This is an optimization exercise on Yosys and OpenROAD, whose aim is small area, not a production implementation.
At most, simulation tests tie the RTL to the original design; equivalence was not proved.
The flow treats the clock pin as an ideal source, which a real chip does not have.
Power figures rest on the tool's default switching activity, not on a simulated workload.

==> run D <==
==> flow/design.v (excerpt) <==
module Pong (
    input clock,
    input reset,
    input p1_up,
    input p1_down,
    input p2_up,
    input p2_down,
    input start,
    output out_Hsync,
    output out_Vsync,
    output [3:0] out_Red,
    output [3:0] out_Green,
    output [3:0] out_Blue,
    output [3:0] p1_score,
    output [3:0] p2_score
    );
==> module debounce, before the edit <==
module debounce(input clock, input reset, input tick, input b, output reg L);
    reg C;
    reg [3:0] dc;
    wire x = b ^ L;
    wire t11 = (dc == 4'b0011);
    always @(posedge clock) begin
        if (reset) begin
            L <= 0;
            C <= 0;
        end else if (tick) begin
            L <= L ^ (C & t11);
            C <= x ^ (C & t11);
        end
        if (tick) begin
            if (C & x & !t11) dc <= {~dc[2:0], dc[3] ~^ dc[2]};
            else dc <= 0;
        end
    end
endmodule
==> module paddle, before the edit <==
module paddle(input clock, input reset, input up, input down, output reg [4:0] py);
    localparam [16:0] LIM = 17'b10000101100000111;
    reg [16:0] pc;
    wire pl = (pc == LIM);
    wire pe = up ^ down;
    always @(posedge clock) begin
        if (reset || (pe && pl)) pc <= 0;
        else if (pe) pc <= {~pc[15:0], pc[16] ~^ pc[13]};
    end
    wire m = pl & (up ? (py != 0) : (down & (py != 23)));
    wire [5:0] t;
    assign t[0] = m;
    genvar g;
    generate
        for (g = 0; g < 5; g = g + 1) begin : pad
            assign t[g+1] = t[g] & (py[g] ^ up);
        end
    endgenerate
    always @(posedge clock) begin
        if (reset) py <= 0;
        else py <= py ^ t[4:0];
    end
endmodule
==> module ball, before the edit <==
module ball(input clock, input reset, input running, output reg [5:0] bx, output reg [4:0] by);
    localparam [16:0] LIM = 17'b10000101100000111;
    reg [16:0] bc;
    reg bxl, byu;
    wire bl = (bc == LIM);
    always @(posedge clock) begin
        if (reset || (running && bl)) bc <= 0;
        else if (running) bc <= {~bc[15:0], bc[16] ~^ bc[13]};
    end
    wire decx = bxl ? (bx != 0) : (bx == 39);
    wire decy = byu ? (by != 0) : (by == 29);
    wire [6:0] tx;
    wire [5:0] ty;
    assign tx[0] = 1'b1;
    assign ty[0] = 1'b1;
    genvar g;
    generate
        for (g = 0; g < 6; g = g + 1) begin : bxg
            assign tx[g+1] = tx[g] & (bx[g] ^ decx);
        end
        for (g = 0; g < 5; g = g + 1) begin : byg
            assign ty[g+1] = ty[g] & (by[g] ^ decy);
        end
    endgenerate
    always @(posedge clock) begin
        if (reset || !running) begin
            bx <= 20;
            by <= 15;
            bxl <= 1;
            byu <= 1;
        end else if (bl) begin
            bx <= bx ^ tx[5:0];
            by <= by ^ ty[4:0];
            bxl <= decx;
            byu <= decy;
        end
    end
endmodule
Settings: LEC_CHECK=0, CAP_MARGIN=20, CORE_MARGIN=2, CORE_UTILIZATION=65, PLACE_DENSITY=0.75, SLEW_MARGIN=20; clock period 6.0 ns.
standard.sh (not shown) runs the stock make flow with config.mk's settings and CLKGATE_MAP_FILE= SYNTH_SCRIPT=/design/flow/synth_recipe.tcl, a recipe that flattens the netlist after the stock synthesis.
==> flow/flow/run.sh <==
#!/bin/bash
# Layout flow: the standard ORFS flow (standard.sh) with three changes:
#  - synthesis is the standard flow's script with an area-oriented ABC script (area.abc);
#    everything before ABC, and so every register, is the standard one;
#  - the clock tree is built by pre_cts.tcl / mtree.tcl instead of TritonCTS;
#  - ports are buffered with sky130_fd_sc_hd__buf_1.
# Each tool's output goes to the ORFS logs under orfs/logs and to flow_make.log.
set -euo pipefail
HERE=$(pwd)
F=$HERE/flow
sed "s#^source \$::env(SCRIPTS_DIR)/synth_preamble.tcl#&\nset abc_args [lreplace \$abc_args 1 1 $F/area.abc]#" \
    "$FLOW_HOME/scripts/synth.tcl" > "$HERE/synth_body.tcl"
grep -q "area.abc" "$HERE/synth_body.tcl"
sed "s#\$::env(SCRIPTS_DIR)/synth.tcl#$HERE/synth_body.tcl#" synth_recipe.tcl > "$HERE/my_synth.tcl"
grep -q "synth_body.tcl" "$HERE/my_synth.tcl"
sed "s#SYNTH_SCRIPT=[^ ]*#SYNTH_SCRIPT=$HERE/my_synth.tcl#" standard.sh > "$HERE/my_standard.sh"
grep -q "my_synth.tcl" "$HERE/my_standard.sh"
export PRE_CTS_TCL=$F/pre_cts.tcl
export BUFFER_PORTS_ARGS="-buffer_cell sky130_fd_sc_hd__buf_1"
bash "$HERE/my_standard.sh" > "$HERE/flow_make.log" 2>&1
==> flow/flow/area.abc <==
strash
balance -l
resub -K 6 -l
rewrite -l
resub -K 6 -N 2 -l
refactor -l
resub -K 8 -l
balance -l
resub -K 8 -N 2 -l
rewrite -l
resub -K 10 -l
rewrite -z -l
resub -K 10 -N 2 -l
balance -l
resub -K 12 -l
refactor -z -l
resub -K 12 -N 2 -l
rewrite -z -l
balance -l
dch -f
amap
topo
==> flow/flow/pre_cts.tcl <==
# Hook run by ORFS's cts.tcl before clock_tree_synthesis: build the clock
# tree by hand (see mtree.tcl) and leave TritonCTS nothing to do.
source [file join [file dirname [info script]] mtree.tcl]
manual_clock_tree 3 sky130_fd_sc_hd__clkbuf_8 sky130_fd_sc_hd__clkbuf_8
set skip {clock clknet_root}
for {set k 0} {$k < 8} {incr k} { lappend skip "clknet_leaf_$k" }
set_cts_config -skip_nets $skip
set_propagated_clock [all_clocks]
Other scripts of this flow, unchanged in this note and not shown: flow/flow/mtree.tcl
==> run Z: changes against run D <==
--- a/flow/design.v
+++ b/flow/design.v
@@ -80,24 +80,20 @@
 endmodule
 module debounce(input clock, input reset, input tick, input b, output reg L);
-    reg C;
-    reg [3:0] dc;
+    reg [3:0] q;
     wire x = b ^ L;
-    wire t11 = (dc == 4'b0011);
+    wire last = (q == 4'b1001);
+    wire [3:0] nq = {~q[2:0], q[3] ~^ q[2]};
     always @(posedge clock) begin
         if (reset) begin
             L <= 0;
-            C <= 0;
+            q <= 0;
         end else if (tick) begin
-            L <= L ^ (C & t11);
-            C <= x ^ (C & t11);
-        end
-        if (tick) begin
-            if (C & x & !t11) dc <= {~dc[2:0], dc[3] ~^ dc[2]};
-            else dc <= 0;
+            L <= L ^ last;
+            q <= x ? (last ? 4'b0000 : nq) : {4{last}};
         end
     end
 endmodule
 module paddle(input clock, input reset, input up, input down, output reg [4:0] py);
-    localparam [16:0] LIM = 17'b10000101100000111;
+    localparam [16:0] LIM = 17'b10001110100001000;
     reg [16:0] pc;
     wire pl = (pc == LIM);
@@ -105,7 +101,8 @@
     always @(posedge clock) begin
         if (reset || (pe && pl)) pc <= 0;
-        else if (pe) pc <= {~pc[15:0], pc[16] ~^ pc[13]};
-    end
-    wire m = pl & (up ? (py != 0) : (down & (py != 23)));
+        else if (pe) pc <= {pc[15:0], pc[16] ~^ pc[13]};
+    end
+    wire mu = up & (py != 0);
+    wire m = pl & (mu | (down & (py != 23)));
     wire [5:0] t;
     assign t[0] = m;
@@ -113,5 +110,5 @@
     generate
         for (g = 0; g < 5; g = g + 1) begin : pad
-            assign t[g+1] = t[g] & (py[g] ^ up);
+            assign t[g+1] = t[g] & (py[g] ^ mu);
         end
     endgenerate
@@ -122,5 +119,5 @@
 endmodule
 module ball(input clock, input reset, input running, output reg [5:0] bx, output reg [4:0] by);
-    localparam [16:0] LIM = 17'b10000101100000111;
+    localparam [16:0] LIM = 17'b10001110100001000;
     reg [16:0] bc;
     reg bxl, byu;
@@ -128,5 +125,5 @@
     always @(posedge clock) begin
         if (reset || (running && bl)) bc <= 0;
-        else if (running) bc <= {~bc[15:0], bc[16] ~^ bc[13]};
+        else if (running) bc <= {bc[15:0], bc[16] ~^ bc[13]};
     end
     wire decx = bxl ? (bx != 0) : (bx == 39);
--- a/flow/flow/area.abc
+++ b/flow/flow/area.abc
@@ -1,3 +1,6 @@
 strash
+&get -n
+&deepsyn -J 100 -T 240
+&put
 balance -l
 resub -K 6 -l
@@ -19,4 +22,4 @@
 balance -l
 dch -f
-amap
+amap -m -F 4 -A 8 -C 1000
 topo
==> flow/flow/pre_cts.tcl (replaced) <==
# Hook run by ORFS's cts.tcl before clock_tree_synthesis: build the clock
# tree by hand (see mtree.tcl) and leave TritonCTS nothing to do.
source [file join [file dirname [info script]] mtree.tcl]
manual_clock_tree 3 sky130_fd_sc_hd__clkbuf_8 sky130_fd_sc_hd__clkbuf_4
set skip {clock clknet_root}
for {set k 0} {$k < 8} {incr k} { lappend skip "clknet_leaf_$k" }
set_cts_config -skip_nets $skip
set_propagated_clock [all_clocks]
CAP_MARGIN = 0   (was 20)
SLEW_MARGIN = 0   (was 20)
==> run P: changes against run D <==
--- a/flow/design.v
+++ b/flow/design.v
@@ -80,24 +80,20 @@
 endmodule
 module debounce(input clock, input reset, input tick, input b, output reg L);
-    reg C;
-    reg [3:0] dc;
+    reg [3:0] q;
     wire x = b ^ L;
-    wire t11 = (dc == 4'b0011);
+    wire last = (q == 4'b1001);
+    wire [3:0] nq = {~q[2:0], q[3] ~^ q[2]};
     always @(posedge clock) begin
         if (reset) begin
             L <= 0;
-            C <= 0;
+            q <= 0;
         end else if (tick) begin
-            L <= L ^ (C & t11);
-            C <= x ^ (C & t11);
-        end
-        if (tick) begin
-            if (C & x & !t11) dc <= {~dc[2:0], dc[3] ~^ dc[2]};
-            else dc <= 0;
+            L <= L ^ last;
+            q <= x ? (last ? 4'b0000 : nq) : {4{last}};
         end
     end
 endmodule
 module paddle(input clock, input reset, input up, input down, output reg [4:0] py);
-    localparam [16:0] LIM = 17'b10000101100000111;
+    localparam [16:0] LIM = 17'b10001110100001000;
     reg [16:0] pc;
     wire pl = (pc == LIM);
@@ -105,5 +101,5 @@
     always @(posedge clock) begin
         if (reset || (pe && pl)) pc <= 0;
-        else if (pe) pc <= {~pc[15:0], pc[16] ~^ pc[13]};
+        else if (pe) pc <= {pc[15:0], pc[16] ~^ pc[13]};
     end
     wire m = pl & (up ? (py != 0) : (down & (py != 23)));
@@ -122,5 +118,5 @@
 endmodule
 module ball(input clock, input reset, input running, output reg [5:0] bx, output reg [4:0] by);
-    localparam [16:0] LIM = 17'b10000101100000111;
+    localparam [16:0] LIM = 17'b10001110100001000;
     reg [16:0] bc;
     reg bxl, byu;
@@ -128,5 +124,5 @@
     always @(posedge clock) begin
         if (reset || (running && bl)) bc <= 0;
-        else if (running) bc <= {~bc[15:0], bc[16] ~^ bc[13]};
+        else if (running) bc <= {bc[15:0], bc[16] ~^ bc[13]};
     end
     wire decx = bxl ? (bx != 0) : (bx == 39);
--- a/flow/flow/area.abc
+++ b/flow/flow/area.abc
@@ -1,3 +1,21 @@
 strash
+balance -l
+resub -K 6 -l
+rewrite -l
+resub -K 6 -N 2 -l
+refactor -l
+resub -K 8 -l
+balance -l
+resub -K 8 -N 2 -l
+rewrite -l
+resub -K 10 -l
+rewrite -z -l
+resub -K 10 -N 2 -l
+balance -l
+resub -K 12 -l
+refactor -z -l
+resub -K 12 -N 2 -l
+rewrite -z -l
+balance -l
 balance -l
 resub -K 6 -l
==> flow/flow/pre_cts.tcl (replaced) <==
# Hook run by ORFS's cts.tcl before clock_tree_synthesis: build the clock
# tree by hand (see mtree.tcl) and leave TritonCTS nothing to do.
source [file join [file dirname [info script]] mtree.tcl]
manual_clock_tree 3 sky130_fd_sc_hd__clkbuf_8 sky130_fd_sc_hd__clkbuf_4
set skip {clock clknet_root}
for {set k 0} {$k < 8} {incr k} { lappend skip "clknet_leaf_$k" }
set_cts_config -skip_nets $skip
set_propagated_clock [all_clocks]
CAP_MARGIN = 0   (was 20)
GPL_TIMING_DRIVEN = 0   (was unset)
SLEW_MARGIN = 0   (was 20)
==> results by group <==
Floorplan
  • Die Span X: 101 um
  • Starting density of the core: 0.665

Cells and area
  • Area grow syn2layout: 5.63%

Logic synthesis
  • Synth Area in XOR/XNOR: 0.00144

Outcome
  • Status: no timing/DRC/antenna violations

Placed design
  • Worst slack at placement: 2750 ps
(the above is from run D)
==> results by group <==
Logic synthesis
  • Synth Area in XOR/XNOR: 0.00146

Drt
  • Via count: 4,723

Clock tree
  • Post-CTS Setup Bufs: 0

Timing
  • Min Hold Slack: 392 ps

Outcome
  • Status: no timing/DRC/antenna violations

Floorplan
  • Die Span X: 100 um
(the above is from run P)
==> results by group <==
Logic synthesis
  • Register area share after synthesis: 0.474
  • Synth Area in XOR/XNOR: 0

Placed design
  • Worst slack at placement: 2240 ps

Outcome
  • Status: no timing/DRC/antenna violations

Setup path
  • Worst Setup End Kind: register

Floorplan
  • Starting density of the core: 0.674

Cells and area
  • Area grow syn2layout: 4.91%

Pwr
  • Sw Pwr: 0.300 mW
(the above is from run Z)
No functional check of the RTL was part of run P.

## static timing again, ports no longer ideal
No port has a modelled driver above. Below, the same layouts with a new extraction and two added sets of constraints. Step 1 sets driving cells, clkbuf_16 on the clock port and buf_2 on the other inputs (assumed; they add their load-dependent delay and slew). Step 2 adds t to the input delays and takes it off the output delays; t is the mean of the earliest and latest rising clock arrival at the registers after step 1. Input paths then give back, and output paths get back, about the clock's delay inside the block. a / b / c = ideal / step 1 / step 2; a / b = the first two.
| run | t, ns | slack for setup (ns) | latest minus earliest clock arrival (ns) |
|---|---|---|---|
| run D | 0.420 | 2.683 / 2.683 / 2.683 | 0.020 / 0.019 |
| run Z | 0.515 | 2.584 / 2.584 / 2.252 | 0.009 / 0.010 |
| run P | 0.514 | 2.221 / 2.216 / 1.702 | 0.011 / 0.011 |
After both steps every run listed still meets setup and hold. For run P, which loses most, drivers alone change the setup slack by -0.005 ns; drivers and shift together by -0.519 ns.
